Source: an optimization exercise on an open RTL-to-GDS flow (aim: a short achievable clock period and few clock cycles). Production flows keep margins and buffers that such runs may drop. At most, simulation tests tie the RTL to the original design; equivalence was not proved. The RTL of runs 1, 5 and 6 was laid out without a check of its function.

===== design/flow/config.mk =====
export PLATFORM = sky130hd
export DESIGN_NAME = cpu
export DESIGN_NICKNAME = cpu
export VERILOG_FILES = /design/flow/design.v
export SDC_FILE = /design/flow/constraint.sdc
export NUM_CORES = 4
export LEC_CHECK = 0
export CAP_MARGIN = 20
export CORE_MARGIN = 2
export CORE_UTILIZATION = 40
export SLEW_MARGIN = 20

===== design/flow/constraint.sdc =====
create_clock -name core_clock -period 38.0 [get_ports {clk}]
set_input_delay 7.6000 -clock core_clock [delete_from_list [all_inputs] [get_ports {clk}]]
set_output_delay 7.6000 -clock core_clock [all_outputs]
set_load 0.01 [all_outputs]

===== design/flow/design.v =====
module cpu(
    input clk,
    input reset,
    output [7:0] imem_addr,
    input [18:0] imem_data,
    output [7:0] dmem_addr,
    output [18:0] dmem_wdata,
    output dmem_we,
    input [18:0] dmem_rdata,
    output rf_we,
    output [2:0] rf_waddr,
    output [18:0] rf_wdata
);
    localparam [18:0] KEY = 19'b0011001010111010110;
    reg [7:0] pc;           
    reg [7:0] pcn;          
    reg [18:0] ir;
    reg ir_valid;
    reg [7:0] ir_pcp1;
    reg [2:0] sp;
    reg [18:0] rf [0:7];
    reg [7:0] rz;           
    reg x_we, x_ld, x_st, x_div;
    reg [2:0] x_rd;
    reg [7:0] x_imm;
    reg [18:0] x_a, x_b, x_sd;
    reg x_fa, x_fb;
    reg [11:0] x_sel;       
    reg x_mul;
    reg [7:0] w_oh;         
    reg [18:0] w_data;
    reg o_we;
    reg [2:0] o_rd;
    reg [18:0] o_data;
    assign imem_addr = pc;
    assign dmem_addr = x_imm;
    assign dmem_we = x_st;
    assign dmem_wdata = x_sd;
    assign rf_we = o_we;
    assign rf_waddr = o_rd;
    assign rf_wdata = o_data;
    wire [18:0] a = x_fa ? w_data : x_a;
    wire [18:0] b = x_fb ? w_data : x_b;
    reg dv_busy;                
    reg [18:0] dv_a, dv_b, dv_r, dv_q;
    reg [20:0] dv_b3;
    reg [3:0] dv_i;             
    function [20:0] dstep;      
        input [20:0] r;
        input [18:0] d;
        input [20:0] d3;
        reg [21:0] t1, t2, t3;
        begin
            t1 = {1'b0, r} - {3'b0, d};
            t2 = {1'b0, r} - {2'b0, d, 1'b0};
            t3 = {1'b0, r} - {1'b0, d3};
            if (!t3[21]) dstep = {2'd3, t3[18:0]};
            else if (!t2[21]) dstep = {2'd2, t2[18:0]};
            else if (!t1[21]) dstep = {2'd1, t1[18:0]};
            else dstep = {2'd0, r[18:0]};
        end
    endfunction
    wire b_zero = (b == 19'd0);
    wire [20:0] b3 = {2'b0, b} + {1'b0, b, 1'b0};
    wire [9:1] lt;
    genvar g;
    generate
        for (g = 1; g < 10; g = g + 1) begin : g_lt
            assign lt[g] = {{(2*g){1'b0}}, a} < {b, {(2*g){1'b0}}};
        end
    endgenerate
    wire dv_fast = b_zero || lt[1];
    wire [20:0] f0 = dstep({2'b0, a}, b, b3);
    wire [18:0] q_fast = b_zero ? 19'd0 : {17'd0, f0[20:19]};
    reg [3:0] nd;               
    always @(*) begin
        nd = 4'd9;
        if (lt[9]) nd = 4'd8;
        if (lt[8]) nd = 4'd7;
        if (lt[7]) nd = 4'd6;
        if (lt[6]) nd = 4'd5;
        if (lt[5]) nd = 4'd4;
        if (lt[4]) nd = 4'd3;
        if (lt[3]) nd = 4'd2;
        if (lt[2]) nd = 4'd1;
    end
    wire [18:0] a_top = a >> {nd, 1'b0};
    wire [20:0] s0 = dstep({2'b0, a_top}, b, b3);
    wire [18:0] dv_sh = dv_a >> {dv_i, 1'b0};
    wire [20:0] s1 = dstep({dv_r, dv_sh[1:0]}, dv_b, dv_b3);
    wire [18:0] dv_sh2 = dv_a >> {dv_i - 4'd1, 1'b0};
    wire [20:0] s2 = dstep({s1[18:0], dv_sh2[1:0]}, dv_b, dv_b3);
    wire dv_last = (dv_i <= 4'd1);
    wire [18:0] q_slow = (dv_i == 4'd0) ? {dv_q[16:0], s1[20:19]} : {dv_q[14:0], s1[20:19], s2[20:19]};
    wire [18:0] div_res = dv_busy ? q_slow : q_fast;
    wire x_hold = x_div && (dv_busy ? !dv_last : !dv_fast);
    always @(posedge clk or posedge reset) begin
        if (reset) begin
            dv_busy <= 1'b0;
        end else begin
            dv_busy <= x_hold;
        end
    end
    always @(posedge clk) begin
        if (!dv_busy) begin
            dv_a <= a;
            dv_b <= b;
            dv_b3 <= b3;
            dv_i <= nd - 4'd1;
            dv_r <= s0[18:0];
            dv_q <= {17'd0, s0[20:19]};
        end else begin
            dv_i <= dv_i - 4'd2;
            dv_r <= s2[18:0];
            dv_q <= {dv_q[14:0], s1[20:19], s2[20:19]};
        end
    end
    wire [18:0] r_mul = a * b;
    wire [18:0] x_fast =
        ({19{x_sel[0]}} & (a + b)) |
        ({19{x_sel[1]}} & (a - b)) |
        ({19{x_sel[4]}} & (a + 19'd1)) |
        ({19{x_sel[5]}} & (a - 19'd1)) |
        ({19{x_sel[6]}} & (a & b)) |
        ({19{x_sel[7]}} & (a | b)) |
        ({19{x_sel[8]}} & (a ^ b)) |
        ({19{x_sel[9]}} & (~a)) |
        ({19{x_sel[10]}} & (a ^ KEY)) |
        ({19{x_sel[11]}} & b);
    wire [18:0] x_out = x_ld ? dmem_rdata :
                        x_div ? div_res :
                        (x_fast | ({19{x_sel[2]}} & r_mul));
    wire x_wr = x_we && !x_hold;
    wire [4:0] op = ir[18:14];
    wire [2:0] f_rs = ir[13:11];
    wire [2:0] f_rt = ir[10:8];
    wire [7:0] f_imm = ir[7:0];
    wire [2:0] f_rd = ir[7:5];
    wire [4:0] f_fn = ir[4:0];
    wire d_art = ir_valid && (op == 5'd0 || op == 5'd1);
    wire d_cry = ir_valid && (op == 5'd9);
    wire d_jmp = ir_valid && (op == 5'd2);
    wire d_beq = ir_valid && (op == 5'd3);
    wire d_bne = ir_valid && (op == 5'd4);
    wire d_call = ir_valid && (op == 5'd5);
    wire d_ret = ir_valid && (op == 5'd6);
    wire d_ld = ir_valid && (op == 5'd7);
    wire d_st = ir_valid && (op == 5'd8);
    wire d_imm = ir_valid && (op == 5'd10);
    wire d_alu = d_art || d_cry;
    wire [2:0] sp1 = sp + 3'd1;
    wire [2:0] ra = d_ret ? sp1 : f_rs;
    wire [2:0] rb = f_rt;
    wire [18:0] rfa = w_oh[ra] ? w_data : (rz[ra] ? 19'd0 : rf[ra]);
    wire [18:0] rfb = w_oh[rb] ? w_data : (rz[rb] ? 19'd0 : rf[rb]);
    wire xa_hit = x_we && x_rd == ra;
    wire xb_hit = x_we && x_rd == rb;
    wire x_slow = x_ld || x_div || x_mul;
    wire [18:0] va = xa_hit ? x_fast : rfa;
    wire [18:0] vb = xb_hit ? x_fast : rfb;
    wire use_a_early = d_beq || d_bne || d_ret;
    wire use_b_early = d_beq || d_bne || d_st;
    wire stall = x_hold || (x_slow && ((use_a_early && xa_hit) || (use_b_early && xb_hit)));
    wire eq = (va == vb);
    wire taken = d_jmp || d_call || (d_beq && eq) || (d_bne && !eq);
    wire [7:0] next_pc = d_ret ? va[7:0] : (taken ? f_imm : pcn);
    wire [7:0] next_pcn = d_ret ? va[7:0] + 8'd1 : (taken ? f_imm + 8'd1 : pcn + 8'd1);
    wire d_we = d_alu || d_call || d_ret || d_ld || d_imm;
    wire [2:0] d_rd = d_call ? sp : (d_ret ? sp1 : (d_art ? f_rd : f_rt));
    wire d_useimm = !d_alu;
    wire [18:0] d_bval = d_call ? {11'd0, ir_pcp1} : (d_ret ? 19'd0 : {11'd0, f_imm});
    reg [11:0] d_sel;
    always @(*) begin
        d_sel = 12'd0;
        if (d_alu) begin
            case (f_fn)
                5'd0: d_sel[0] = 1'b1;
                5'd1: d_sel[1] = 1'b1;
                5'd2: d_sel[2] = 1'b1;
                5'd3: d_sel[3] = 1'b1;
                5'd4: d_sel[4] = 1'b1;
                5'd5: d_sel[5] = 1'b1;
                5'd6: d_sel[6] = 1'b1;
                5'd7: d_sel[7] = 1'b1;
                5'd8: d_sel[8] = 1'b1;
                5'd9: d_sel[9] = 1'b1;
                5'd10: d_sel[10] = 1'b1;
                5'd11: d_sel[10] = 1'b1;
                5'd12: d_sel[11] = 1'b1;
                default: d_sel = 12'd0;
            endcase
        end else if (d_imm || d_call || d_ret) begin
            d_sel[11] = 1'b1;
        end
    end
    integer i;
    always @(posedge clk or posedge reset) begin
        if (reset) begin
            pc <= 8'd0;
            pcn <= 8'd1;
            ir_valid <= 1'b0;
            sp <= 3'd7;
            rz <= 8'hff;
            x_we <= 1'b0; x_ld <= 1'b0; x_st <= 1'b0; x_div <= 1'b0;
            w_oh <= 8'd0;
            o_we <= 1'b0;
        end else begin
            rz <= rz & ~w_oh;
            w_oh <= x_wr ? (8'd1 << x_rd) : 8'd0;
            o_we <= x_wr;
            if (!x_hold) begin
                x_we <= d_we && !stall;
                x_ld <= d_ld && !stall;
                x_st <= d_st && !stall;
                x_div <= d_alu && (f_fn == 5'd3) && !stall;
            end
            if (!stall) begin
                pc <= next_pc;
                pcn <= next_pcn;
                ir_valid <= 1'b1;
                if (d_call) sp <= sp - 3'd1;
                else if (d_ret) sp <= sp1;
            end
        end
    end
    always @(posedge clk) begin
        for (i = 0; i < 8; i = i + 1)
            if (w_oh[i]) rf[i] <= w_data;
        w_data <= x_out;
        if (x_wr) begin
            o_rd <= x_rd;
            o_data <= x_out;
        end
        if (!x_hold) begin
            x_rd <= d_rd;
            x_imm <= f_imm;
            x_a <= rfa;
            x_b <= d_useimm ? d_bval : rfb;
            x_fa <= xa_hit && d_alu;
            x_fb <= xb_hit && d_alu;
            x_sd <= vb;
            x_sel <= d_sel;
            x_mul <= d_alu && (f_fn == 5'd2);
        end
        if (!stall) begin
            ir <= imem_data;
            ir_pcp1 <= pcn;
        end
    end
endmodule

===== design/flow/flow/run.sh =====
#!/bin/bash
# The standard layout (the standard.sh), with timing repair asked to leave
# a setup margin, so that it sizes and buffers the critical paths.
set -euo pipefail
bash standard.sh SETUP_SLACK_MARGIN=29.5 TNS_END_PERCENT=100 finish > standard_flow.log 2>&1

===== design/flow/standard.sh =====
#!/bin/bash
# synth_recipe.tcl (not shown) runs the flow's synth.tcl, then flattens the netlist and writes it again
# the make line also repeats each setting of config.mk as NAME=value (left out here)
make -C /OpenROAD-flow-scripts/flow DESIGN_CONFIG=/design/flow/config.mk WORK_HOME=/design/flow/orfs CLKGATE_MAP_FILE= SYNTH_SCRIPT=/design/flow/synth_recipe.tcl "${@:-finish}"

==> results by group, run 1 <==
Critical path
  – Worst EP arrival: between 1 and 1.5 ns
  – Crit path max-delay family: flip-flops
  – Largest fanout on the critical path: 1
  – CP startpoint kind: flip-flop
  – Crit path cell chain: buf_2
  – Critical path required time: about 30 ns
  – Worst path slowest cell: edfxtp_1
  – WP buf/inv: 1
  – CP peak stage delay: about 0.55 ns
  – Worst setup EP type: output pin
  – Critical path type: flip-flop to output pin

Detailed routing
  – # DRC: 0
  – Avg Vias per Cell: 6.12
  – Final WL: about 170000 um
  – Drt first pass iters: 7
  – Wire length per cell: ~26 um
  – Antenna-violating nets left: 0
  – Starting DRT DRC Count: ~5100
  – DR vias: slightly below 40000

Global routing
  – Initial antenna violation count: 7
  – First-pass GRT wire length: around 250000 um
  – Vias in the first global route: between 30000 and 40000
  – Total GRT Usage: between 20% and 30%
  – GRT overflow: 0
  – Largest net degree at the start of global routing: 73

STA
  – Tmin final: between 9 and 10 ns
  – Finish-stage setup viols: 0
  – Fmax: around 110 MHz
  – RSZ-0062 raised after global routing: true
  – Slew Limit Fails: 0
  – Final period util: about a quarter
  – Final hold violation count: 0
  – Setup TNS: 0 ns
  – Slew HR: approximately a quarter
  – Final Skew: about 0.042 ns
  – Fin Hold WS: approximately 0.47 ns
  – Worst-margin pin slew: between 1 and 1.5 ns

CTS
  – Clock buffer count from CTS: 53
  – Clock root buffer master: clkbuf_16
  – CTS tree: done
  – CTS max path bufs: 3
  – Worst-Skew Late Latency: 0.69 ns
  – Clock Sinks: 453
  – Reg clk slew, reported paths: roughly 0.060 ns
  – H-tree depth: 2

Synth
  – Top-area cell type share of the netlist area: approximately a quarter
  – Post-Synthesis Cells: about 4800
  – Warnings, synthesis: 2
  – Post-Syn Area per Cell: around 9 um^2
  – Area contributors post-synth: edfxtp_1 (24%), ha_1 (14%), fa_1 (6.3%), xnor2_1 (4.0%), inv_1 (3.7%)
  – Yosys cell types: 102
  – Area leader, netlist: edfxtp_1
  – Primary FF master, synth: edfxtp_1
  – EDFF count, synth: 342
  – Post-synthesis register bit count: ~450
  – Post-synth ARST share: a little under a tenth
  – Synthesized area: roughly 43000 um^2
  – Sequential share of the synthesized area: between 20% and 30%

Placement
  – GPL Wtd Cong: just under 1
  – IO buf count: a little under 100
  – Final HPWL DP: 121000 um
  – Post-Place Cell Area: roughly 46000 um^2

Finish
  – Most frequent cells in the layout: ha_1 (481), inv_1 (416), nand2_1 (401)
  – Final nets: between 5000 and 6000
  – Area used by multi-input combinational logic: a little under 30000 um^2
  – Storage cell area: 12700 um^2
  – Finished Core Util: a little under half
  – Most common cell after layout, fill and taps aside: ha_1
  – Post-route cell area: roughly 50000 um^2
  – Share of layout cells above drive strength 1: ~14%
  – Filler cells: between 10000 and 15000
  – Area grow syn2layout: 15.8%

Floorplanning
  – Area of the die: 111000 um^2
  – Rows: 120
  – Ports: 99
  – Core ar.: around 110000 um^2
  – Die X: 333 um
  – Initial core utilization: roughly two fifths
  – Die Y: about 330 um

Run
  – MaxCap Viol Count: 0

Run status
  – Status: finished clean

Worst hold path
  – HP Class: flip-flop to flip-flop
## state kept, by name (all words and copies together), names as in the netlist, 11 cells and up, named ones only
register	count
x_sd	19
ir	19
dv_a	19
rf	152
dv_b3	21
dv_b	18
x_sel	11
x_b	19
dv_q	17
o_data	19
x_a	19
w_data	19
dv_r	19
## final cells by class
type / instances / share of cell area (%)
clock buffers: 74 / 3.16
inverters: 442 / 3.37
clock inverters: 26 / 0.587
well taps: 1403 / 3.51
repair buffers: 384 / 6.27
flip-flops and latches: 453 / 25.4
multi-input cells: 3661 / 57.7
diodes: 7 / 0.0350
## final timing paths
| path | startpoint | end | slack, ns | cells after the start |
|---|---|---|---|---|
| worst max-delay path | x_sd[17]$_DFFE_PN_ | dmem_wdata[17] | 28.99 | 1 |
| worst min-delay path | pcn[5]$_DFFE_PP0N_ | ir_pcp1[5]$_DFFE_PN_ | 0.47 | 0 |
| worst max register to register | dv_i[0]$_DFFE_PN_ | w_data[0]$_DFF_P_ | 29.57 | 43 |
| worst min register to register | pcn[5]$_DFFE_PP0N_ | ir_pcp1[5]$_DFFE_PN_ | 0.47 | 0 |
| max in group asynchronous | reset | rz[5]$_DFF_PP1_ | 30.18 | 3 |
| min in group asynchronous | reset | pc[0]$_DFFE_PP0N_ | 7.27 | 2 |
## cells by family after synthesis
kind of cell | share of synthesized area (%)
and+or+nand+nor | 14.2
AOI/OAI and AO/OA | 19.9
buffers and inverters | 5.81
adders and majority gates | 20.4
DFF | 29.4
xor gates and xnor gates | 5.24
muxes | 4.97
other | 0.00867
## synthesized netlist by cell type, types with 27 or more instances
library cell	count
ha_1	489
inv_1	422
nand2_1	404
nor2_1	402
edfxtp_1	342
a21oi_1	302
o21ai_0	255
xnor2_1	197
clkbuf_1	149
fa_1	135
mux2i_1	117
nand3_1	86
o21a_1	75
nor3_1	71
dfxtp_1	69
a21boi_0	67
a21o_1	65
nor2b_1	65
xor2_1	58
a211oi_1	57
nand2b_1	56
a221oi_1	43
and2_1	39
mux2_2	38
o22ai_1	37
a22oi_1	34
a31oi_1	34
o221ai_1	34
nand4_1	31
dfrtp_1	30
o21bai_1	27
## what timing repair did
action / CTS / global route
hold buffers: 0 / 0
pin swaps: 16 / 77
setup endpoints to repair: 96 / 94
setup buffers: 60 / 82
gates cloned: 1 / 8
gates resized for setup: 332 / 183
## through the flow
step / instances / setup slack, ns
2_1_floorplan: 4755 / 29.52
3_3_place_gp: 6190 / 27.92
3_5_place_dp: 6191 / 27.80
4_1_cts: 6352 / 28.99
5_1_grt: 6446 / 28.95
6_report: 6450 / 28.99
## routing by layer
metal | track usage [%] | share of wire [%] | vias up | routed length [um]
li1 | - | - | 17700 | -
met1 | 42.4 | 43 | 19100 | 72900
met2 | 43.4 | 42 | 2290 | 71400
met3 | 5.01 | 10 | 425 | 17700
met4 | 12.7 | 4.9 | 0 | 8300
met5 | 0 | 0 | - | 0
==> run 2, diff against run 1 <==
--- a/design/flow/design.v
+++ b/design/flow/design.v
@@ -24,7 +24,6 @@
     reg [2:0] x_rd;
     reg [7:0] x_imm;
     reg [18:0] x_a, x_b, x_sd;
-    reg x_fa, x_fb;
     reg [11:0] x_sel;       
     reg x_mul;
     reg [7:0] w_oh;         
@@ -39,8 +38,8 @@
     assign rf_we = o_we;
     assign rf_waddr = o_rd;
     assign rf_wdata = o_data;
-    wire [18:0] a = x_fa ? w_data : x_a;
-    wire [18:0] b = x_fb ? w_data : x_b;
+    wire [18:0] a = x_a;
+    wire [18:0] b = x_b;
     reg dv_busy;                
     reg [18:0] dv_a, dv_b, dv_r, dv_q;
     reg [20:0] dv_b3;
@@ -226,19 +225,15 @@
     always @(posedge clk) begin
         for (i = 0; i < 8; i = i + 1)
             if (w_oh[i]) rf[i] <= w_data;
-        w_data <= x_out;
-        if (x_wr) begin
-            o_rd <= x_rd;
-            o_data <= x_out;
-        end
+        if (x_wr) w_data <= x_out;
+        o_rd <= x_rd;
+        o_data <= x_out;
+        x_imm <= f_imm;
+        x_sd <= vb;
         if (!x_hold) begin
             x_rd <= d_rd;
-            x_imm <= f_imm;
-            x_a <= rfa;
-            x_b <= d_useimm ? d_bval : rfb;
-            x_fa <= xa_hit && d_alu;
-            x_fb <= xb_hit && d_alu;
-            x_sd <= vb;
+            x_a <= xa_hit ? x_out : rfa;
+            x_b <= d_useimm ? d_bval : (xb_hit ? x_out : rfb);
             x_sel <= d_sel;
             x_mul <= d_alu && (f_fn == 5'd2);
         end
==> run 2 against run 1 <==
Still clean. Routed wire length fell by 3.8%. Critical path depth is the same. First-iteration DRC count shrank 24%. Maximum frequency grew 2.0%. Synthesized cell count rose by 0.44%. Sequential share of layout area is 0.058 points higher. Count of clock-buffer cells in the layout down 3.
==> results by group, run 2 <==
Critical path
  – CP startpoint kind: flip-flop (unchanged)
  – CP peak stage delay: 0.45 ns (was 0.55 ns)
  – WP buf/inv: 1 (unchanged)
  – Crit path cell chain: buf_6 (was buf_2)
  – Worst EP arrival: 1.23 ns (was 1.41 ns)
  – Critical path required time: 30.40 ns (about the same)
  – Critical path type: flip-flop to output pin (unchanged)
  – Largest fanout on the critical path: 2 (was 1)
  – Crit path max-delay family: flip-flops (unchanged)
  – Worst path slowest cell: dfrtp_2 (was edfxtp_1)
  – Worst setup EP type: output pin (unchanged)

STA
  – Fin Hold WS: 0.471 ns (was 0.472 ns)
  – Setup TNS: 0 ns (unchanged)
  – Final hold violation count: 0 (unchanged)
  – Finish-stage setup viols: 0 (unchanged)
  – Final period util: 23.2% (was 23.7%)
  – Fmax: 113 MHz (was 111 MHz)
  – Final Skew: 0.0613 ns (was 0.0423 ns)
  – Worst-margin pin slew: 1.08 ns (was 1.11 ns)
  – Slew HR: 27.2% (was 24.8%)
  – Slew Limit Fails: 0 (unchanged)
  – Tmin final: 8.83 ns (was 9.01 ns)
  – RSZ-0062 raised after global routing: true (unchanged)

Detailed routing
  – Starting DRT DRC Count: 3911 (was 5136)
  – DR vias: 38300 (was 39500)
  – Avg Vias per Cell: 6.03 (was 6.12)
  – Drt first pass iters: 8 (was 7)
  – # DRC: 0 (unchanged)
  – Antenna-violating nets left: 0 (unchanged)
  – Wire length per cell: 25.8 um (was 26.4 um)
  – Final WL: 164000 um (was 170000 um)

Global routing
  – GRT overflow: 0 (unchanged)
  – Vias in the first global route: 37300 (was 37200)
  – First-pass GRT wire length: 242000 um (was 246000 um)
  – Initial antenna violation count: 4 (was 7)
  – Largest net degree at the start of global routing: 58 (was 73)
  – Total GRT Usage: 29.0% (was 29.5%)

Finish
  – Final nets: 5567 (was 5659)
  – Most common cell after layout, fill and taps aside: ha_1 (unchanged)
  – Most frequent cells in the layout: ha_1 (484), inv_1 (434), nor2_1 (377) (was ha_1 (481), inv_1 (416), nand2_1 (401))
  – Share of layout cells above drive strength 1: 12.1% (was 14.3%)
  – Largest register FFs: 152 (unchanged)
  – Area grow syn2layout: 13.6% (was 15.8%)
  – Finished Core Util: 45.7% (was 46.7%)
  – N_diodes: 0 (was 7)
  – Largest regs: rf (152), dv_b3 (21) (unchanged)
  – Top reg by flops: rf (unchanged)

Placement
  – Final HPWL DP: 119000 um (was 121000 um)
  – GPL Wtd Cong: 0.984 (was 0.970)
  – IO buf count: 98 (unchanged)

Synth
  – Most numerous cell in the Yosys netlist: ha_1 (unchanged)
  – Yosys cell types: 112 (was 102)
  – Post-Syn Area per Cell: 9.00 um^2 (was 9.10 um^2)
  – Sequential share of the synthesized area: 28.8% (was 29.4%)
  – Primary FF master, synth: edfxtp_1 (unchanged)
  – Area contributors post-synth: edfxtp_1 (22%), ha_1 (14%), fa_1 (6.3%), dfxtp_1 (4.6%), xnor2_1 (3.9%) (was edfxtp_1 (24%), ha_1 (14%), fa_1 (6.3%), xnor2_1 (4.0%), inv_1 (3.7%))
  – Synthesized area: 42900 um^2 (was 43200 um^2)
  – Post-synth ARST share: 9.31% (was 9.27%)
  – Post-Synthesis Cells: 4771 (was 4750)
  – Warnings, synthesis: 2 (unchanged)
  – Area leader, netlist: edfxtp_1 (unchanged)
  – Commonest cells in the netlist: ha_1 (489), inv_1 (443), nor2_1 (384) (was ha_1 (489), inv_1 (422), nand2_1 (404))
  – Post-synthesis register bit count: 451 (was 453)
  – Top-area cell type share of the netlist area: 21.7% (was 23.8%)
  – EDFF count, synth: 310 (was 342)

CTS
  – Worst-Skew Late Latency: 0.68 ns (was 0.69 ns)
  – CTS max path bufs: 3 (unchanged)
  – Hold-fix buffers, CTS: 0 (unchanged)
  – Clock Sinks: 451 (was 453)
  – Clock buffer count from CTS: 53 (unchanged)
  – CTS tree: done (unchanged)
  – Reg clk slew, reported paths: 0.06 ns (about the same)
  – H-tree depth: 2 (unchanged)
  – Clock root buffer master: clkbuf_16 (unchanged)

Floorplanning
  – Rows: 120 (unchanged)
  – Die X: 332 um (was 333 um)
  – Initial core utilization: 40.2% (was 40.3%)
  – Die Y: 332 um (was 333 um)
  – Ports: 99 (unchanged)
  – Core ar.: 107000 um^2 (about the same)
  – Area of the die: 110000 um^2 (was 111000 um^2)

Worst hold path
  – HP Class: flip-flop to flip-flop (unchanged)

Run status
  – Status: finished clean (unchanged)

Run
  – MaxCap Viol Count: 0 (unchanged)
[run 2: cell count changes in the layout (fill, tap and decap cells not counted), moves of 24 or more]
cell      change
buf_6        +31
a21o_1       +44
buf_2        -39
buf_4        -80
edfxtp_1     -32
nand2_1      -29
o21a_1       -24
[run 2: worst paths after layout]
check,cells past startpoint,start,slack [ns],to
min in group asynchronous,2,reset,7.26,o_we$_DFF_PP0_
max in group asynchronous,3,reset,30.17,pcn[0]$_DFFE_PP1N_
setup reg to reg,36,dv_i[0]$_DFFE_PN_,29.77,x_b[0]$_DFFE_PN_
hold reg to reg,0,pcn[5]$_DFFE_PP0N_,0.47,ir_pcp1[5]$_DFFE_PN_
hold / removal,0,pcn[5]$_DFFE_PP0N_,0.47,ir_pcp1[5]$_DFFE_PN_
setup / recovery,1,x_st$_DFFE_PP0N_,29.17,dmem_we
[run 2: what timing repair did]
item,CTS,global route
pin swaps,4,30
gates resized for setup,340,142
cloned,1,5
buffers inserted,22,38
setup endpoints to repair,92,99
[run 2: logic make-up (layout without fill, tap and decap cells)]
| group | after synthesis | in the layout | share of synthesized area (%) |
|---|---|---|---|
| AO/OA/AOI/OAI | 1307 | 1307 | 20.4 |
| adder cells (fa/ha/maj) | 624 | 624 | 20.5 |
| buffers and inverters | 669 | 840 | 6.11 |
| AND/OR/NAND/NOR | 1306 | 1307 | 14.5 |
| other | 1 | 6 | 0.00873 |
| multiplexers | 162 | 162 | 4.50 |
| XOR/XNOR | 251 | 251 | 5.14 |
| flip-flops | 451 | 451 | 28.8 |
[run 2: area by class of cell]
| class | count | area [um^2] |
|---|---|---|
| fillers | 10300 | 58000 |
| multi-input cells | 3657 | 28500 |
| flip-flops and latches | 451 | 12400 |
| repair buffers | 290 | 2540 |
| well taps | 1403 | 1760 |
| inverters | 449 | 1710 |
| clock buffers | 71 | 1530 |
| clock inverters | 29 | 354 |
| repair inverters | 1 | 5.00 |
[run 2: metrics by stage]
stage / setup slack (ns) / instances / instance area (um^2)
finish: 29.17 / 6351 / 48800
global route: 29.12 / 6351 / 48800
CTS: 29.13 / 6307 / 47900
detailed placement: 28.09 / 6184 / 45800
global placement: 28.12 / 6184 / 45800
floorplan: 29.53 / 4776 / 43000
[run 2: layer usage]
metal  GRT usage, %  routed length, um  vias to the layer above
met5              0                 38                        -
met4           15.5               9990                        6
met3           5.23              14400                      496
met2           46.8              73900                     1919
met1           36.8              65600                    18400
li1               -                  -                    17400
Testbench counts of run 2, summed over its fixed seeds: cycles 12,300.
==> run 3, diff against run 2 <==
==> design/flow/flow/run.sh (replaced) <==
#!/bin/bash
# The standard layout (the standard.sh), with timing repair asked to leave
# a setup margin, so that it sizes and buffers the critical paths.
set -euo pipefail
bash standard.sh SETUP_SLACK_MARGIN=31 TNS_END_PERCENT=100 MATCH_CELL_FOOTPRINT=0 CORE_UTILIZATION=55 CTS_CLUSTER_SIZE=30 CTS_CLUSTER_DIAMETER=100 finish > standard_flow.log 2>&1
==> run 3 against run 2 <==
Area after synthesis did not move. Flip-flop and latch count is the same. Setup slack improved by 0.030 ns. Via count up 4.8%. Non-clock buffer count is 158 higher. Critical path depth did not move. Worst hold slack gained 0.010 ns. Synthesized cell count stayed put. Routed wire length grew 4.5%. Highest routed layer unchanged.
==> results by group, run 3 <==
Run status
  – Status: finished clean (unchanged)

Synth
  – Area leader, netlist: edfxtp_1 (unchanged)
  – Most numerous cell in the Yosys netlist: ha_1 (unchanged)
  – Sequential share of the synthesized area: 28.8% (unchanged)
  – Yosys cell types: 112 (unchanged)
  – Post-synth ARST share: 9.31% (unchanged)
  – Post-Synthesis Cells: 4771 (unchanged)
  – EDFF count, synth: 310 (unchanged)
  – Post-synthesis register bit count: 451 (unchanged)
  – Warnings, synthesis: 2 (unchanged)
  – Synthesized area: 42900 um^2 (unchanged)
  – Post-Syn Area per Cell: 9.00 um^2 (unchanged)
  – Primary FF master, synth: edfxtp_1 (unchanged)
  – Area contributors post-synth: edfxtp_1 (22%), ha_1 (14%), fa_1 (6.3%), dfxtp_1 (4.6%), xnor2_1 (3.9%) (unchanged)
  – Top-area cell type share of the netlist area: 21.7% (unchanged)
  – Commonest cells in the netlist: ha_1 (489), inv_1 (443), nor2_1 (384) (unchanged)

STA
  – Slew Limit Fails: 0 (unchanged)
  – Worst Slack Setup Final: 29.20 ns (was 29.17 ns)
  – Fmax: 114 MHz (was 113 MHz)
  – Worst-margin pin slew: 1.30 ns (was 1.08 ns)
  – Slew HR: 12.7% (was 27.2%)
  – Setup TNS: 0 ns (unchanged)
  – Final Skew: 0.0619 ns (was 0.0613 ns)
  – Final period util: 23.2% (about the same)
  – Final hold violation count: 0 (unchanged)
  – Tmin final: 8.80 ns (was 8.83 ns)
  – Finish-stage setup viols: 0 (unchanged)
  – RSZ-0062 raised after global routing: true (unchanged)

CTS
  – Hold-fix buffers, CTS: 0 (unchanged)
  – CTS max path bufs: 3 (unchanged)
  – Worst-Skew Late Latency: 0.66 ns (was 0.68 ns)
  – Reg clk slew, reported paths: 0.12 ns (was 0.06 ns)
  – CTS tree: done (unchanged)
  – H-tree depth: 1 (was 2)
  – Clock buffer count from CTS: 24 (was 53)
  – Clock root buffer master: clkbuf_16 (unchanged)
  – Clock Sinks: 451 (unchanged)

Finish
  – Final nets: 5705 (was 5567)
  – Most frequent cells in the layout: ha_1 (463), inv_1 (412), nand2_1 (358) (was ha_1 (484), inv_1 (434), nor2_1 (377))
  – Most common cell after layout, fill and taps aside: ha_1 (unchanged)
  – Filler cells: 6471 (was 10300)
  – Storage cell area: 12400 um^2 (about the same)
  – Area used by multi-input combinational logic: 30200 um^2 (was 28500 um^2)
  – Area grow syn2layout: 18.8% (was 13.6%)
  – Largest regs: rf (152), dv_b3 (21) (unchanged)
  – Share of layout cells above drive strength 1: 19.9% (was 12.1%)
  – Largest register FFs: 152 (unchanged)
  – Top reg by flops: rf (unchanged)

Global routing
  – First-pass GRT wire length: 247000 um (was 242000 um)
  – GRT overflow: 0 (unchanged)
  – Largest net degree at the start of global routing: 58 (unchanged)
  – Vias in the first global route: 38200 (was 37300)
  – Initial antenna violation count: 3 (was 4)
  – Total GRT Usage: 40.7% (was 29.0%)

Critical path
  – Crit path max-delay family: flip-flops (unchanged)
  – Worst setup EP type: output pin (unchanged)
  – Largest fanout on the critical path: 2 (unchanged)
  – CP startpoint kind: flip-flop (unchanged)
  – Crit path cell chain: clkbuf_2 (was buf_6)
  – WP buf/inv: 1 (unchanged)
  – CP peak stage delay: 0.41 ns (was 0.45 ns)
  – Worst EP arrival: 1.20 ns (was 1.23 ns)
  – Critical path type: flip-flop to output pin (unchanged)
  – Worst path slowest cell: dfrtp_1 (was dfrtp_2)
  – Critical path required time: 30.40 ns (about the same)

Detailed routing
  – Wire length per cell: 28.1 um (was 25.8 um)
  – DR vias: 40100 (was 38300)
  – # DRC: 0 (unchanged)
  – Final WL: 171000 um (was 164000 um)
  – Drt first pass iters: 8 (unchanged)
  – Avg Vias per Cell: 6.57 (was 6.03)
  – Antenna-violating nets left: 0 (unchanged)
  – Starting DRT DRC Count: 4859 (was 3911)

Placement
  – Setup WS pre-CTS: 28.38 ns (was 28.09 ns)
  – GPL Wtd Cong: 1.02 (was 0.984)
  – IO buf count: 98 (unchanged)
  – Final HPWL DP: 120000 um (was 119000 um)

Floorplanning
  – Die X: 283 um (was 332 um)
  – Rows: 102 (was 120)
  – Initial core utilization: 55.5% (was 40.2%)
  – Die Y: 283 um (was 332 um)
  – Ports: 99 (unchanged)
  – Core ar.: 77300 um^2 (was 107000 um^2)
  – Area of the die: 80300 um^2 (was 110000 um^2)

Worst hold path
  – HP Class: flip-flop to flip-flop (unchanged)

Run
  – MaxCap Viol Count: 0 (unchanged)
-- run 3: changes by cell type in the layout (fill, tap and decap cells not counted), moves of 34 or more --
cell	delta
buf_4	+77
a21oi_2	+34
clkdlybuf4s50_1	-38
a21oi_1	-46
o21ai_0	-35
buf_6	+78
-- run 3: final timing paths --
kind | cells past startpoint | slack, ns | startpoint | endpoint
worst max-delay path | 1 | 29.20 | x_st$_DFFE_PP0N_ | dmem_we
worst min register to register | 0 | 0.48 | pcn[4]$_DFFE_PP0N_ | ir_pcp1[4]$_DFFE_PN_
min in group asynchronous | 2 | 6.86 | reset | w_oh[0]$_DFF_PP0_
worst max register to register | 38 | 30.00 | dv_i[0]$_DFFE_PN_ | x_b[0]$_DFFE_PN_
worst min-delay path | 0 | 0.48 | pcn[4]$_DFFE_PP0N_ | ir_pcp1[4]$_DFFE_PN_
max in group asynchronous | 3 | 30.88 | reset | x_div$_DFFE_PP0N_
-- run 3: area by class of cell --
cell class                      count  share of cell area [%]
Clock inverter                     13                   0.486
Timing Repair inverter              7                   0.103
Antenna cell                        3                  0.0147
Tap cell                         1040                    2.55
Clock buffer                       31                    1.23
Inverter                          449                    3.50
Timing Repair Buffer              448                    8.63
Multi-Input combinational cell   3660                    59.1
Sequential cell                   451                    24.4
-- run 3: what timing repair did --
item / 4_1_cts / 5_1_grt
cloned: 13 / 5
resized for setup: 696 / 170
setup buffers: 138 / 87
pin swaps: 141 / 123
setup endpoints to repair: 244 / 234
-- run 3: layer usage --
metal  GRT usage (%)  up-vias  part of all wire (%)
met3            6.42      709                   9.5
met2            65.5     2418                    45
met1            51.5    19300                    38
li1                -    17700                     -
met5               0        -                0.0047
met4            25.3        2                   8.2
-- run 3: cell families after synthesis --
logic type,Yosys count,synth area share (%)
buffers and inverters,669,6.11
AO/OA/AOI/OAI,1307,20.4
multiplexers,162,4.50
adder cells (fa/ha/maj),624,20.5
other,1,0.00873
flip-flops,451,28.8
XOR/XNOR,251,5.14
AND/OR/NAND/NOR,1306,14.5
-- run 3: through the flow --
step                      hold slack, ns  instances  util (%)  cell area, um^2
after global routing               0.491       6099      65.9            51000
after floorplan                    0.387       4776         -            43800
after CTS                          0.481       6007      64.0            49500
after global placement             0.457       5812      59.4            45900
final                              0.481       6102      65.9            51000
after detailed placement           0.456       5812      59.4            45900
==> run 4, diff against run 3 <==
==> design/flow/flow/run.sh (replaced) <==
#!/bin/bash
# The standard layout (the standard.sh), with timing repair asked to leave
# a setup margin, so that it sizes and buffers the critical paths.
set -euo pipefail
bash standard.sh SETUP_SLACK_MARGIN=30.5 TNS_END_PERCENT=100 MATCH_CELL_FOOTPRINT=0 CORE_UTILIZATION=55 finish > standard_flow.log 2>&1
==> run 4 against run 3 <==
Count of clock-buffer cells in the layout rose by 43. Routed wire length rose by 1.9%. Die area did not move. Global-route usage rose by 1.1 points. Utilization rose by 1.2 points. Final area rose by 1.8%. Largest cell class unchanged. Highest routed layer unchanged. Final cell count rose by 1.1%. Critical path depth did not move.
==> results by group, run 4 <==
Synth
  – Mux cell area share after synthesis: 4.50% (unchanged)
  – Top-area cell type share of the netlist area: 21.7% (unchanged)
  – Area contributors post-synth: edfxtp_1 (22%), ha_1 (14%), fa_1 (6.3%), dfxtp_1 (4.6%), xnor2_1 (3.9%) (unchanged)
  – Post-Synthesis Cells: 4771 (unchanged)
  – Post-Synth Adder-Cell Area: 20.5% (unchanged)
  – Yosys cell types: 112 (unchanged)
  – Post-Synth XOR/XNOR Area: 5.14% (unchanged)
  – Primary FF master, synth: edfxtp_1 (unchanged)
  – Sequential share of the synthesized area: 28.8% (unchanged)
  – Main combinational cell family by area after synthesis: adder cells (unchanged)
  – Synthesized area: 42900 um^2 (unchanged)
  – Compound-Gate Fraction of Synth Area: 20.4% (unchanged)
  – Commonest cells in the netlist: ha_1 (489), inv_1 (443), nor2_1 (384) (unchanged)
  – Area leader, netlist: edfxtp_1 (unchanged)
  – Post-synth ARST share: 9.31% (unchanged)
  – Warnings, synthesis: 2 (unchanged)
  – EDFF count, synth: 310 (unchanged)
  – Most numerous cell in the Yosys netlist: ha_1 (unchanged)
  – Post-Synth Simple-Gate Area: 14.5% (unchanged)
  – Post-Syn Area per Cell: 9.00 um^2 (unchanged)
  – Post-synthesis register bit count: 451 (unchanged)

Finish
  – Post-Layout Cell Count: 6172 (was 6102)
  – Final nets: 5753 (was 5705)
  – Share of layout cells above drive strength 1: 20.3% (was 19.9%)
  – Largest regs: rf (152), dv_b3 (21) (unchanged)
  – Most common cell after layout, fill and taps aside: ha_1 (unchanged)
  – Top reg by flops: rf (unchanged)
  – Largest register FFs: 152 (unchanged)
  – N_diodes: 0 (was 3)
  – Most frequent cells in the layout: ha_1 (474), inv_1 (415), nor2_1 (359), nand2_1 (359), edfxtp_1 (310) (was ha_1 (463), inv_1 (412), nand2_1 (358))
  – Area grow syn2layout: 20.9% (was 18.8%)

Detailed routing
  – Starting DRT DRC Count: 5140 (was 4859)
  – Wire length per cell: 28.3 um (was 28.1 um)
  – Final WL: 174000 um (was 171000 um)
  – # DRC: 0 (unchanged)
  – Antenna-violating nets left: 0 (unchanged)
  – Drt first pass iters: 6 (was 8)
  – DR vias: 40300 (was 40100)
  – Avg Vias per Cell: 6.54 (was 6.57)

Global routing
  – Largest net degree at the start of global routing: 58 (unchanged)
  – Initial antenna violation count: 6 (was 3)
  – Vias in the first global route: 38400 (was 38200)
  – First-pass GRT wire length: 251000 um (was 247000 um)
  – GRT overflow: 0 (unchanged)
  – Total GRT Usage: 41.8% (was 40.7%)

Run status
  – Status: finished clean (unchanged)

Critical path
  – Worst path slowest cell: dfrtp_1 (unchanged)
  – Crit path max-delay family: flip-flops (unchanged)
  – R2R Path End: x_b[0]$_DFFE_PN_ (unchanged)
  – Critical path required time: 30.40 ns (about the same)
  – Crit path cell chain: clkbuf_2 (unchanged)
  – Worst R2R Start: dv_i[0]$_DFFE_PN_ (unchanged)
  – WP buf/inv: 1 (unchanged)
  – Crit path from: x_st$_DFFE_PP0N_ (unchanged)
  – CP startpoint kind: flip-flop (unchanged)
  – CP peak stage delay: 0.40 ns (was 0.41 ns)
  – Largest fanout on the critical path: 2 (unchanged)
  – Crit. path cell count: 1 (unchanged)
  – Worst setup EP type: output pin (unchanged)
  – Worst Reg-to-Reg Cells: 39 (was 38)
  – Critical path type: flip-flop to output pin (unchanged)
  – Critical Path Sink: dmem_we (unchanged)
  – R2R Setup Slk: 30.38 ns (was 30.00 ns)
  – Worst EP arrival: 1.15 ns (was 1.20 ns)

STA
  – Slew HR: 25.2% (was 12.7%)
  – Final period util: 23.0% (was 23.2%)
  – Final Skew: 0.0436 ns (was 0.0619 ns)
  – Tmin final: 8.75 ns (was 8.80 ns)
  – Finish-stage setup viols: 0 (unchanged)
  – Fin Hold WS: 0.476 ns (was 0.481 ns)
  – Fmax: 114 MHz (about the same)
  – RSZ-0062 raised after global routing: true (unchanged)
  – Slew Limit Fails: 0 (unchanged)
  – Setup TNS: 0 ns (unchanged)
  – Worst-margin pin slew: 1.11 ns (was 1.30 ns)
  – Worst Slack Setup Final: 29.25 ns (was 29.20 ns)
  – Final hold violation count: 0 (unchanged)

Placement
  – GPL Wtd Cong: 1.03 (was 1.02)
  – Placed insts: 5817 (was 5812)
  – IO buf count: 98 (unchanged)
  – Final HPWL DP: 121000 um (was 120000 um)
  – Setup WS pre-CTS: 28.26 ns (was 28.38 ns)

Floorplanning
  – Area of the die: 80300 um^2 (unchanged)
  – Initial core utilization: 55.5% (unchanged)
  – Core ar.: 77300 um^2 (unchanged)
  – Rows: 102 (unchanged)
  – Ports: 99 (unchanged)
  – Die Y: 283 um (unchanged)
  – Die X: 283 um (unchanged)

CTS
  – CTS max path bufs: 3 (unchanged)
  – CTS tree: done (unchanged)
  – Clock Sinks: 451 (unchanged)
  – H-tree depth: 2 (was 1)
  – Reg clk slew, reported paths: 0.06 ns (was 0.12 ns)
  – Clock buffer count from CTS: 52 (was 24)
  – Worst-Skew Late Latency: 0.64 ns (was 0.66 ns)
  – Clock root buffer master: clkbuf_16 (unchanged)

Worst hold path
  – HP Class: flip-flop to flip-flop (unchanged)
  – Startpoint of the worst hold path: pcn[3]$_DFFE_PP0N_ (was pcn[4]$_DFFE_PP0N_)

Run
  – MaxCap Viol Count: 0 (unchanged)
## run 4: worst min-delay path by stage
| stage | end | slack (ns) | cells after the start |
|---|---|---|---|
| after global routing | ir_pcp1[6]$_DFFE_PN_ | 0.49 | 0 |
| after floorplan | o_rd[0]$_DFF_P_ | 0.39 | 0 |
| after global placement | ir_pcp1[6]$_DFFE_PN_ | 0.45 | 0 |
| after detailed placement | ir_pcp1[4]$_DFFE_PN_ | 0.46 | 0 |
| after CTS | ir_pcp1[4]$_DFFE_PN_ | 0.47 | 0 |
| final | ir_pcp1[3]$_DFFE_PN_ | 0.48 | 0 |
## run 4: timing repair
action                                 CTS  global route
setup endpoints to repair              239           183
endpoints found under the hold margin    0             0
hold buffers                             0             0
cloned                                  13             4
setup buffers                          136           105
gates resized for setup                663           260
pin swaps                              110           146
## run 4: layout make-up
class | instances | area, um^2
sequential | 451 | 12400
clock inverter | 23 | 253
timing repair inverter | 5 | 35.0
multi-input combinational | 3658 | 30000
fill | 6359 | 25400
clock buffer | 74 | 1510
tap | 1040 | 1300
inverter | 449 | 1780
timing repair buffer | 472 | 4640
## run 4: kinds of logic after synthesis
logic type      count (synthesis)
buf+inv                       669
xor+xnor                      251
simple gates                 1306
fa+ha+maj                     624
compound gates               1307
flops                         451
mux                           162
other cells                     1
## run 4: per-stage QoR
| stage | util, % | cell area, um^2 |
|---|---|---|
| 2_1_floorplan | - | 43400 |
| 3_3_place_gp | 59.1 | 45700 |
| 3_5_place_dp | 59.1 | 45700 |
| 4_1_cts | 64.6 | 50000 |
| 5_1_grt | 67.1 | 51900 |
| 6_report | 67.1 | 51900 |
## run 4: layer usage
metal  vias up  wire [um]  GRT usage [%]
met5         -         43              0
met4         6      15300           28.6
met2      2467      75300           64.2
li1      17800          -              -
met1     19300      64400           52.1
met3       738      19500           10.1
==> run 5, diff against run 4 <==
--- a/design/flow/design.v
+++ b/design/flow/design.v
@@ -41,7 +41,8 @@
     wire [18:0] a = x_a;
     wire [18:0] b = x_b;
     reg dv_busy;                
-    reg [18:0] dv_a, dv_b, dv_r, dv_q;
+    reg [18:0] dv_b, dv_r, dv_q;
+    reg [19:0] dv_a;            
     reg [20:0] dv_b3;
     reg [3:0] dv_i;             
     function [20:0] dstep;      
@@ -85,14 +86,34 @@
     end
     wire [18:0] a_top = a >> {nd, 1'b0};
     wire [20:0] s0 = dstep({2'b0, a_top}, b, b3);
-    wire [18:0] dv_sh = dv_a >> {dv_i, 1'b0};
-    wire [20:0] s1 = dstep({dv_r, dv_sh[1:0]}, dv_b, dv_b3);
-    wire [18:0] dv_sh2 = dv_a >> {dv_i - 4'd1, 1'b0};
-    wire [20:0] s2 = dstep({s1[18:0], dv_sh2[1:0]}, dv_b, dv_b3);
+    wire [18:0] da, db;
+    wire [9:1] dlt;
+    generate
+        for (g = 1; g < 10; g = g + 1) begin : g_dlt
+            assign dlt[g] = {{(2*g){1'b0}}, da} < {db, {(2*g){1'b0}}};
+        end
+    endgenerate
+    reg [3:0] dnd;              
+    always @(*) begin
+        dnd = 4'd9;
+        if (dlt[9]) dnd = 4'd8;
+        if (dlt[8]) dnd = 4'd7;
+        if (dlt[7]) dnd = 4'd6;
+        if (dlt[6]) dnd = 4'd5;
+        if (dlt[5]) dnd = 4'd4;
+        if (dlt[4]) dnd = 4'd3;
+        if (dlt[3]) dnd = 4'd2;
+        if (dlt[2]) dnd = 4'd1;
+        if (dlt[1]) dnd = 4'd0;
+    end
+    reg x_pre;                  
+    wire dv_run = dv_busy || x_pre;
+    wire [20:0] s1 = dstep({dv_r, dv_a[19:18]}, dv_b, dv_b3);
+    wire [20:0] s2 = dstep({s1[18:0], dv_a[17:16]}, dv_b, dv_b3);
     wire dv_last = (dv_i <= 4'd1);
     wire [18:0] q_slow = (dv_i == 4'd0) ? {dv_q[16:0], s1[20:19]} : {dv_q[14:0], s1[20:19], s2[20:19]};
-    wire [18:0] div_res = dv_busy ? q_slow : q_fast;
-    wire x_hold = x_div && (dv_busy ? !dv_last : !dv_fast);
+    wire [18:0] div_res = dv_run ? q_slow : q_fast;
+    wire x_hold = x_div && (dv_run ? !dv_last : !dv_fast);
     always @(posedge clk or posedge reset) begin
         if (reset) begin
             dv_busy <= 1'b0;
@@ -101,8 +122,15 @@
         end
     end
     always @(posedge clk) begin
-        if (!dv_busy) begin
-            dv_a <= a;
+        if (!x_hold) begin
+            dv_a <= {1'b0, da} << {4'd9 - dnd, 1'b0};
+            dv_b <= db;
+            dv_b3 <= {2'b0, db} + {1'b0, db, 1'b0};
+            dv_i <= dnd;
+            dv_r <= da >> {dnd + 4'd1, 1'b0};   
+            dv_q <= 19'd0;
+        end else if (!dv_run) begin
+            dv_a <= {1'b0, a} << {4'd10 - nd, 1'b0};
             dv_b <= b;
             dv_b3 <= b3;
             dv_i <= nd - 4'd1;
@@ -110,6 +138,7 @@
             dv_q <= {17'd0, s0[20:19]};
         end else begin
             dv_i <= dv_i - 4'd2;
+            dv_a <= dv_a << 4;
             dv_r <= s2[18:0];
             dv_q <= {dv_q[14:0], s1[20:19], s2[20:19]};
         end
@@ -155,10 +184,12 @@
     wire xa_hit = x_we && x_rd == ra;
     wire xb_hit = x_we && x_rd == rb;
     wire x_slow = x_ld || x_div || x_mul;
+    assign da = rfa;
+    assign db = rfb;
     wire [18:0] va = xa_hit ? x_fast : rfa;
     wire [18:0] vb = xb_hit ? x_fast : rfb;
     wire use_a_early = d_beq || d_bne || d_ret;
-    wire use_b_early = d_beq || d_bne || d_st;
+    wire use_b_early = d_beq || d_bne;
     wire stall = x_hold || (x_slow && ((use_a_early && xa_hit) || (use_b_early && xb_hit)));
     wire eq = (va == vb);
     wire taken = d_jmp || d_call || (d_beq && eq) || (d_bne && !eq);
@@ -229,13 +260,14 @@
         o_rd <= x_rd;
         o_data <= x_out;
         x_imm <= f_imm;
-        x_sd <= vb;
+        x_sd <= xb_hit ? x_out : rfb;
         if (!x_hold) begin
             x_rd <= d_rd;
             x_a <= xa_hit ? x_out : rfa;
             x_b <= d_useimm ? d_bval : (xb_hit ? x_out : rfb);
             x_sel <= d_sel;
             x_mul <= d_alu && (f_fn == 5'd2);
+            x_pre <= d_alu && (f_fn == 5'd3) && !xa_hit && !xb_hit && (rfb != 19'd0);
         end
         if (!stall) begin
             ir <= imem_data;
==> run 5 against run 4 <==
Still clean on timing, DRC and antenna. Sequential share of layout area is 2.3 points lower. Worst hold slack worse by 0.018 ns. Area after synthesis is 13% higher. Die area is 13% higher. Register-to-register slack better by 0.05 ns. Global-route usage is 3.5 points higher. Final area is 9.9% higher. Utilization is 2.2 points lower. Final cell count is 16% higher. First-iteration DRC count is 23% higher. Synthesized cell count is 18% higher. Critical endpoint is now dmem_wdata[8].
==> results by group, run 5 <==
Synth
  – Post-Synth Simple-Gate Area: 15.9% (was 14.5%)
  – EDFF count, synth: 292 (was 310)
  – Top-area cell type share of the netlist area: 18.0% (was 21.7%)
  – Post-Syn Area per Cell: 8.60 um^2 (was 9.00 um^2)
  – Area contributors post-synth: edfxtp_1 (18%), ha_1 (15%), fa_1 (5.6%), dfxtp_1 (4.9%), a21oi_1 (4.1%) (was edfxtp_1 (22%), ha_1 (14%), fa_1 (6.3%), dfxtp_1 (4.6%), xnor2_1 (3.9%))
  – Post-Synth XOR/XNOR Area: 4.72% (was 5.14%)
  – Synthesized area: 48600 um^2 (was 42900 um^2)
  – Most numerous cell in the Yosys netlist: ha_1 (unchanged)
  – Compound-Gate Fraction of Synth Area: 22.8% (was 20.4%)
  – Main combinational cell family by area after synthesis: compound AO/OA/AOI/OAI gates (was adder cells)
  – Post-Synth Adder-Cell Area: 21.1% (was 20.5%)
  – Area leader, netlist: edfxtp_1 (unchanged)
  – Mux cell area share after synthesis: 4.16% (was 4.50%)
  – Warnings, synthesis: 2 (unchanged)
  – Yosys cell types: 115 (was 112)
  – Post-synthesis register bit count: 453 (was 451)
  – Sequential share of the synthesized area: 25.1% (was 28.8%)
  – Post-Synthesis Cells: 5652 (was 4771)
  – Commonest cells in the netlist: ha_1 (600), inv_1 (478), nand2_1 (460) (was ha_1 (489), inv_1 (443), nor2_1 (384))
  – Primary FF master, synth: edfxtp_1 (unchanged)
  – Post-synth ARST share: 9.27% (was 9.31%)

Detailed routing
  – Drt first pass iters: 10 (was 6)
  – Wire length per cell: 29.6 um (was 28.3 um)
  – Antenna-violating nets left: 0 (unchanged)
  – # DRC: 0 (unchanged)
  – Avg Vias per Cell: 6.71 (was 6.54)
  – DR vias: 47900 (was 40300)
  – Starting DRT DRC Count: 6331 (was 5140)
  – Final WL: 212000 um (was 174000 um)

Critical path
  – CP peak stage delay: 0.46 ns (was 0.40 ns)
  – Worst setup EP type: output pin (unchanged)
  – Worst Reg-to-Reg Cells: 31 (was 39)
  – WP buf/inv: 1 (unchanged)
  – Critical path required time: 30.40 ns (about the same)
  – Worst path slowest cell: dfxtp_4 (was dfrtp_1)
  – Crit path max-delay family: flip-flops (unchanged)
  – Crit. path cell count: 1 (unchanged)
  – R2R Path End: x_b[17]$_SDFFCE_PN0N_ (was x_b[0]$_DFFE_PN_)
  – Crit path from: x_sd[8]$_DFF_P_ (was x_st$_DFFE_PP0N_)
  – CP startpoint kind: flip-flop (unchanged)
  – Critical path type: flip-flop to output pin (unchanged)
  – R2R Setup Slk: 30.43 ns (was 30.38 ns)
  – Worst R2R Start: x_a[2]$_DFFE_PN_ (was dv_i[0]$_DFFE_PN_)
  – Crit path cell chain: buf_6 (was clkbuf_2)
  – Largest fanout on the critical path: 2 (unchanged)
  – Worst EP arrival: 1.25 ns (was 1.15 ns)

Floorplanning
  – Die X: 301 um (was 283 um)
  – Die Y: 301 um (was 283 um)
  – Area of the die: 90700 um^2 (was 80300 um^2)
  – Initial core utilization: 55.2% (was 55.5%)
  – Rows: 109 (was 102)
  – Ports: 99 (unchanged)
  – Core ar.: 88000 um^2 (was 77300 um^2)

Finish
  – Most common cell after layout, fill and taps aside: ha_1 (unchanged)
  – Most frequent cells in the layout: ha_1 (593), nand2_1 (456), nor2_1 (439), inv_1 (439), a21oi_1 (346) (was ha_1 (474), inv_1 (415), nor2_1 (359), nand2_1 (359), edfxtp_1 (310))
  – Share of layout cells above drive strength 1: 17.3% (was 20.3%)
  – Finished Core Util: 64.9% (was 67.1%)
  – Final nets: 6699 (was 5753)
  – Largest regs: rf (152), dv_b3 (21), dv_a (20) (was rf (152), dv_b3 (21))
  – Filler cells: 7605 (was 6359)
  – Area grow syn2layout: 17.4% (was 20.9%)
  – Top reg by flops: rf (unchanged)
  – Largest register FFs: 152 (unchanged)

STA
  – Setup TNS: 0 ns (unchanged)
  – Slew Limit Fails: 0 (unchanged)
  – Fin Hold WS: 0.458 ns (was 0.476 ns)
  – Slew HR: 22.7% (was 25.2%)
  – Tmin final: 8.85 ns (was 8.75 ns)
  – RSZ-0062 raised after global routing: true (unchanged)
  – Final hold violation count: 0 (unchanged)
  – Finish-stage setup viols: 0 (unchanged)
  – Final Skew: 0.0666 ns (was 0.0436 ns)
  – Fmax: 113 MHz (was 114 MHz)
  – Worst-margin pin slew: 1.15 ns (was 1.11 ns)
  – Final period util: 23.3% (was 23.0%)

CTS
  – Worst-Skew Late Latency: 0.67 ns (was 0.64 ns)
  – Reg clk slew, reported paths: 0.06 ns (about the same)
  – Clock buffer count from CTS: 50 (was 52)
  – CTS max path bufs: 3 (unchanged)
  – H-tree depth: 2 (unchanged)
  – Clock root buffer master: clkbuf_16 (unchanged)
  – CTS tree: done (unchanged)
  – Clock Sinks: 453 (was 451)
  – Hold-fix buffers, CTS: 0 (unchanged)

Worst hold path
  – Startpoint of the worst hold path: dv_a[1]$_DFF_P_ (was pcn[3]$_DFFE_PP0N_)
  – HP Class: flip-flop to flip-flop (unchanged)
  – Hold path cells: 1 (was 0)
  – Hold Crit Endpoint: dv_a[5]$_DFF_P_ (was ir_pcp1[3]$_DFFE_PN_)

Placement
  – GPL Wtd Cong: 1.05 (was 1.03)
  – IO buf count: 98 (unchanged)
  – Final HPWL DP: 151000 um (was 121000 um)

Global routing
  – Initial antenna violation count: 25 (was 6)
  – First-pass GRT wire length: 302000 um (was 251000 um)
  – GRT overflow: 0 (unchanged)
  – Total GRT Usage: 45.3% (was 41.8%)
  – Largest net degree at the start of global routing: 61 (was 58)
  – Vias in the first global route: 44800 (was 38400)

Run
  – MaxCap Viol Count: 0 (unchanged)

Run status
  – Status: finished clean (unchanged)
==> run 5: area by class of cell <==
class	count	area (um^2)	share of cell area, %
Tap cell	1165	1460	2.55
Sequential cell	453	12300	21.6
Multi-Input combinational cell	4433	35000	61.3
Inverter	498	2000	3.51
Timing Repair inverter	5	35.0	0.0614
Timing Repair Buffer	482	4460	7.82
Clock buffer	61	1370	2.41
Antenna cell	8	20.0	0.0351
Clock inverter	33	404	0.708
==> run 5: worst register-to-register path: cells and delay by family, from the launching register on <==
| kind | cells | cell delay, ns |
|---|---|---|
| XOR/XNOR | 1 | 0.27 |
| flip-flops | 1 | 0.32 |
| multiplexers | 1 | 0.13 |
| adder cells (fa/ha/maj) | 8 | 3.02 |
| AND/OR/NAND/NOR | 1 | 0.16 |
| buffers and inverters | 6 | 0.84 |
| AO/OA/AOI/OAI | 14 | 2.55 |
==> run 5: how the worst max path moves through the flow <==
stage / to / slack, ns
floorplan: x_b[7]$_DFFE_PN_ / 29.58
global placement: x_b[1]$_DFFE_PN_ / 28.76
detailed placement: x_b[1]$_DFFE_PN_ / 28.75
CTS: dmem_wdata[8] / 29.17
global route: dmem_wdata[8] / 29.16
finish: dmem_wdata[8] / 29.15
==> run 5: per-layer routing <==
layer	global-route usage, %	wire [um]	vias up
li1	-	-	21100
met1	56.5	78500	22700
met2	66.1	87700	3166
met3	14.6	26200	876
met4	32.0	18700	28
met5	0	305	-
==> run 5: metrics by stage <==
step           instances  instance area [um^2]  setup slack [ns]
2_1_floorplan       5657                 49000             29.58
3_3_place_gp        6814                 51700             28.76
3_5_place_dp        6815                 51700             28.75
4_1_cts             7018                 55400             29.17
5_1_grt             7130                 57000             29.16
6_report            7138                 57100             29.15
==> run 5: what timing repair did <==
action / CTS / global route
pin swaps: 59 / 89
buffers inserted: 102 / 106
setup endpoints to repair: 271 / 229
gates resized for setup: 637 / 214
cloned: 7 / 6
==> run 5: cells by family (layout without fill, tap and decap cells) <==
family	Yosys count	after routing
AOI/OAI and AO/OA	1637	1639
and+or+nand+nor	1622	1623
buffers and inverters	774	1079
adders and majority gates	736	736
DFF	453	453
xor gates and xnor gates	262	262
muxes	167	167
other	1	14
==> run 6, diff against run 5 <==
==> design/flow/flow/run.sh (replaced) <==
#!/bin/bash
# The standard layout (the standard.sh), with timing repair asked to leave
# a setup margin, so that it sizes and buffers the critical paths.
set -euo pipefail
bash standard.sh SETUP_SLACK_MARGIN=30.5 TNS_END_PERCENT=100 MATCH_CELL_FOOTPRINT=0 CORE_UTILIZATION=62 finish > standard_flow.log 2>&1
==> run 6 against run 5 <==
Clock skew shrank 0.020 ns. Still clean on timing, DRC and antenna. Non-clock buffer count shrank 65. Maximum frequency grew 0.33%. Highest routed layer unchanged. Flip-flop and latch count is the same. Area after synthesis is the same. Global-route usage grew 4.9 points. Setup slack gained 0.029 ns. Count of clock-buffer cells in the layout grew 5. Utilization grew 7.4 points.
==> results by group, run 6 <==
CTS
  – Clock root buffer master: clkbuf_16 (unchanged)
  – Reg clk slew, reported paths: 0.06 ns (about the same)
  – H-tree depth: 2 (unchanged)
  – Clock buffer count from CTS: 48 (was 50)
  – Hold-fix buffers, CTS: 0 (unchanged)
  – Worst-Skew Late Latency: 0.64 ns (was 0.67 ns)
  – Clock Sinks: 453 (unchanged)

Finish
  – Largest register FFs: 152 (unchanged)
  – Share of layout cells above drive strength 1: 15.5% (was 17.3%)
  – Most frequent cells in the layout: ha_1 (593), nand2_1 (457), inv_1 (449) (was ha_1 (593), nand2_1 (456), nor2_1 (439), inv_1 (439), a21oi_1 (346))
  – Area grow syn2layout: 15.3% (was 17.4%)
  – Most common cell after layout, fill and taps aside: ha_1 (unchanged)
  – Final nets: 6632 (was 6699)
  – Area used by multi-input combinational logic: 34800 um^2 (was 35000 um^2)
  – Largest regs: rf (152), dv_b3 (21), dv_a (20) (unchanged)
  – Filler cells: 5996 (was 7605)
  – Post-route cell area: 56000 um^2 (was 57100 um^2)

Detailed routing
  – Antenna-violating nets left: 0 (unchanged)
  – Starting DRT DRC Count: 7590 (was 6331)
  – Final WL: 210000 um (was 212000 um)

STA
  – Final period util: 23.2% (was 23.3%)
  – Final hold violation count: 0 (unchanged)
  – Worst-margin pin slew: 1.32 ns (was 1.15 ns)
  – Setup TNS: 0 ns (unchanged)
  – Slew Limit Fails: 0 (unchanged)
  – Final Skew: 0.0470 ns (was 0.0666 ns)
  – Finish-stage setup viols: 0 (unchanged)

Run status
  – Status: finished clean (unchanged)

Floorplanning
  – Die Y: 284 um (was 301 um)
  – Core ar.: 77500 um^2 (was 88000 um^2)
  – Area of the die: 80600 um^2 (was 90700 um^2)
  – Die X: 284 um (was 301 um)
  – Rows: 102 (was 109)

Synth
  – Sequential share of the synthesized area: 25.1% (unchanged)
  – Most numerous cell in the Yosys netlist: ha_1 (unchanged)
  – Post-synthesis register bit count: 453 (unchanged)
  – Yosys cell types: 115 (unchanged)
  – Commonest cells in the netlist: ha_1 (600), inv_1 (478), nand2_1 (460) (unchanged)
  – Post-synth ARST share: 9.27% (unchanged)
  – Area contributors post-synth: edfxtp_1 (18%), ha_1 (15%), fa_1 (5.6%), dfxtp_1 (4.9%), a21oi_1 (4.1%) (unchanged)
  – Warnings, synthesis: 2 (unchanged)
  – Post-Syn Area per Cell: 8.60 um^2 (unchanged)
  – Area leader, netlist: edfxtp_1 (unchanged)
  – Post-Synthesis Cells: 5652 (unchanged)
  – Synthesized area: 48600 um^2 (unchanged)

Worst hold path
  – HP Class: flip-flop to flip-flop (unchanged)

Global routing
  – Vias in the first global route: 46100 (was 44800)
  – M3 GR Usage: 18.2% (was 14.6%)
  – GRT overflow: 0 (unchanged)
  – Largest net degree at the start of global routing: 67 (was 61)
  – Total GRT Usage: 50.2% (was 45.3%)
  – First-pass GRT wire length: 302000 um (about the same)
  – Initial antenna violation count: 14 (was 25)
  – GR Layer Usage met1: 61.2% (was 56.5%)

Critical path
  – Worst setup EP type: output pin (unchanged)
  – Crit path max-delay family: flip-flops (unchanged)
  – Worst path slowest cell: dfrtp_2 (was dfxtp_4)
  – WP buf/inv: 1 (unchanged)
  – Crit path cell chain: buf_6 (unchanged)
  – Critical path required time: 30.40 ns (about the same)
  – Largest fanout on the critical path: 2 (unchanged)
  – CP startpoint kind: flip-flop (unchanged)

Placement
  – Placed insts: 6691 (was 6815)
  – Post-Place Cell Area: 51500 um^2 (was 51700 um^2)
  – Final HPWL DP: 149000 um (was 151000 um)

Run
  – MaxCap Viol Count: 0 (unchanged)
[run 6: cell types whose count changed in the layout (fill, tap and decap cells not counted), moves of 8 or more]
cell        before  now
buf_6           93  103
o21ai_1         65   57
clkinvlp_4      33   25
a21oi_1        346  355
o21ai_0        266  281
inv_1          439  449
inv_4           14    4
buf_4          320  260
[run 6: repair_timing]
action                                  CTS  global route
pin swaps                                53            56
setup buffers                            77            67
gates cloned                              5             6
endpoints found under the setup margin  277           227
gates resized for setup                 563           194
[run 6: path summary, 6_finish.rpt]
check,from,end,slack [ns],cells past startpoint
min in group asynchronous,reset,ir_valid$_DFFE_PP0N_,7.18,2
max reg2reg,x_b[3]$_DFFE_PN_,x_b[17]$_SDFFCE_PN0N_,30.42,32
max,pc[5]$_DFFE_PP0N_,imem_addr[5],29.18,1
min reg2reg,dv_a[4]$_DFF_P_,dv_a[8]$_DFF_P_,0.46,2
min,dv_a[4]$_DFF_P_,dv_a[8]$_DFF_P_,0.46,2
max in group asynchronous,reset,rz[3]$_DFF_PP1_,30.55,3
[run 6: kinds of logic (layout without fill, tap and decap cells)]
logic type	Yosys count	count (layout)	share of synthesized area (%)
XOR/XNOR	262	262	4.72
adder cells (fa/ha/maj)	736	736	21.1
multiplexers	167	167	4.16
other	1	14	0.00772
AND/OR/NAND/NOR	1622	1624	15.9
flip-flops	453	453	25.1
AO/OA/AOI/OAI	1637	1638	22.8
buffers and inverters	774	1008	6.18
[run 6: layout make-up]
class,instances,area share (%)
sequential,453,22.0
clock inverter,22,0.579
timing repair buffer,417,6.97
inverter,498,3.50
multi-input combinational,4433,62.1
tap,1040,2.32
timing repair inverter,5,0.0625
antenna,8,0.0357
clock buffer,66,2.43
[run 6: metrics by stage]
| stage | hold WS (ns) | setup slack (ns) |
|---|---|---|
| finish | 0.464 | 29.18 |
| global placement | 0.441 | 28.82 |
| detailed placement | 0.448 | 28.82 |
| global route | 0.480 | 29.18 |
| CTS | 0.466 | 29.16 |
| floorplan | 0.346 | 29.58 |
[run 6: metal layers]
metal	wire length, um	vias up
met4	20500	16
met3	31600	1087
met2	85000	3837
met5	195	-
met1	72600	23100
li1	-	20900

[port drivers added, routing unchanged]
Ports are ideal in the flow. The routed layouts listed here were re-timed in OpenROAD.
Step 1, drivers: a clkbuf_16 drives clk and a buf_2 each remaining input, both assumed.
Step 2 adds t to the input delays and takes it off the output delays; t is the mean of the earliest and latest rising clock arrival at the registers after step 1. Input paths then give back, and output paths get back, about the clock's delay inside the block.
Three values: ideal ports, drivers, drivers and shift; two values: the first two.
run | shift t [ns] | setup slack, ns | worst setup path at the end | worst register clock-pin slew, ns | worst slew at a driven data input, ns
run 1 | 0.726 | 28.994 / 28.932 / 29.050 | input to register | 0.07 / 0.07 | 0.15
run 2 | 0.709 | 29.169 / 29.105 / 28.793 | input to register | 0.07 / 0.07 | 0.05
run 3 | 0.698 | 29.199 / 29.131 / 29.216 | input to register | 0.12 / 0.12 | 0.07
run 4 | 0.696 | 29.253 / 29.181 / 29.132 | input to register | 0.07 / 0.07 | 0.07
run 5 | 0.715 | 29.148 / 29.070 / 29.267 | input to register | 0.07 / 0.07 | 0.09
run 6 | 0.684 | 29.177 / 29.111 / 29.260 | input to register | 0.07 / 0.07 | 0.10
After both steps setup and hold are still met in every run listed. For run 2, which loses most, drivers alone change the setup slack by -0.064 ns; drivers and shift together by -0.376 ns.
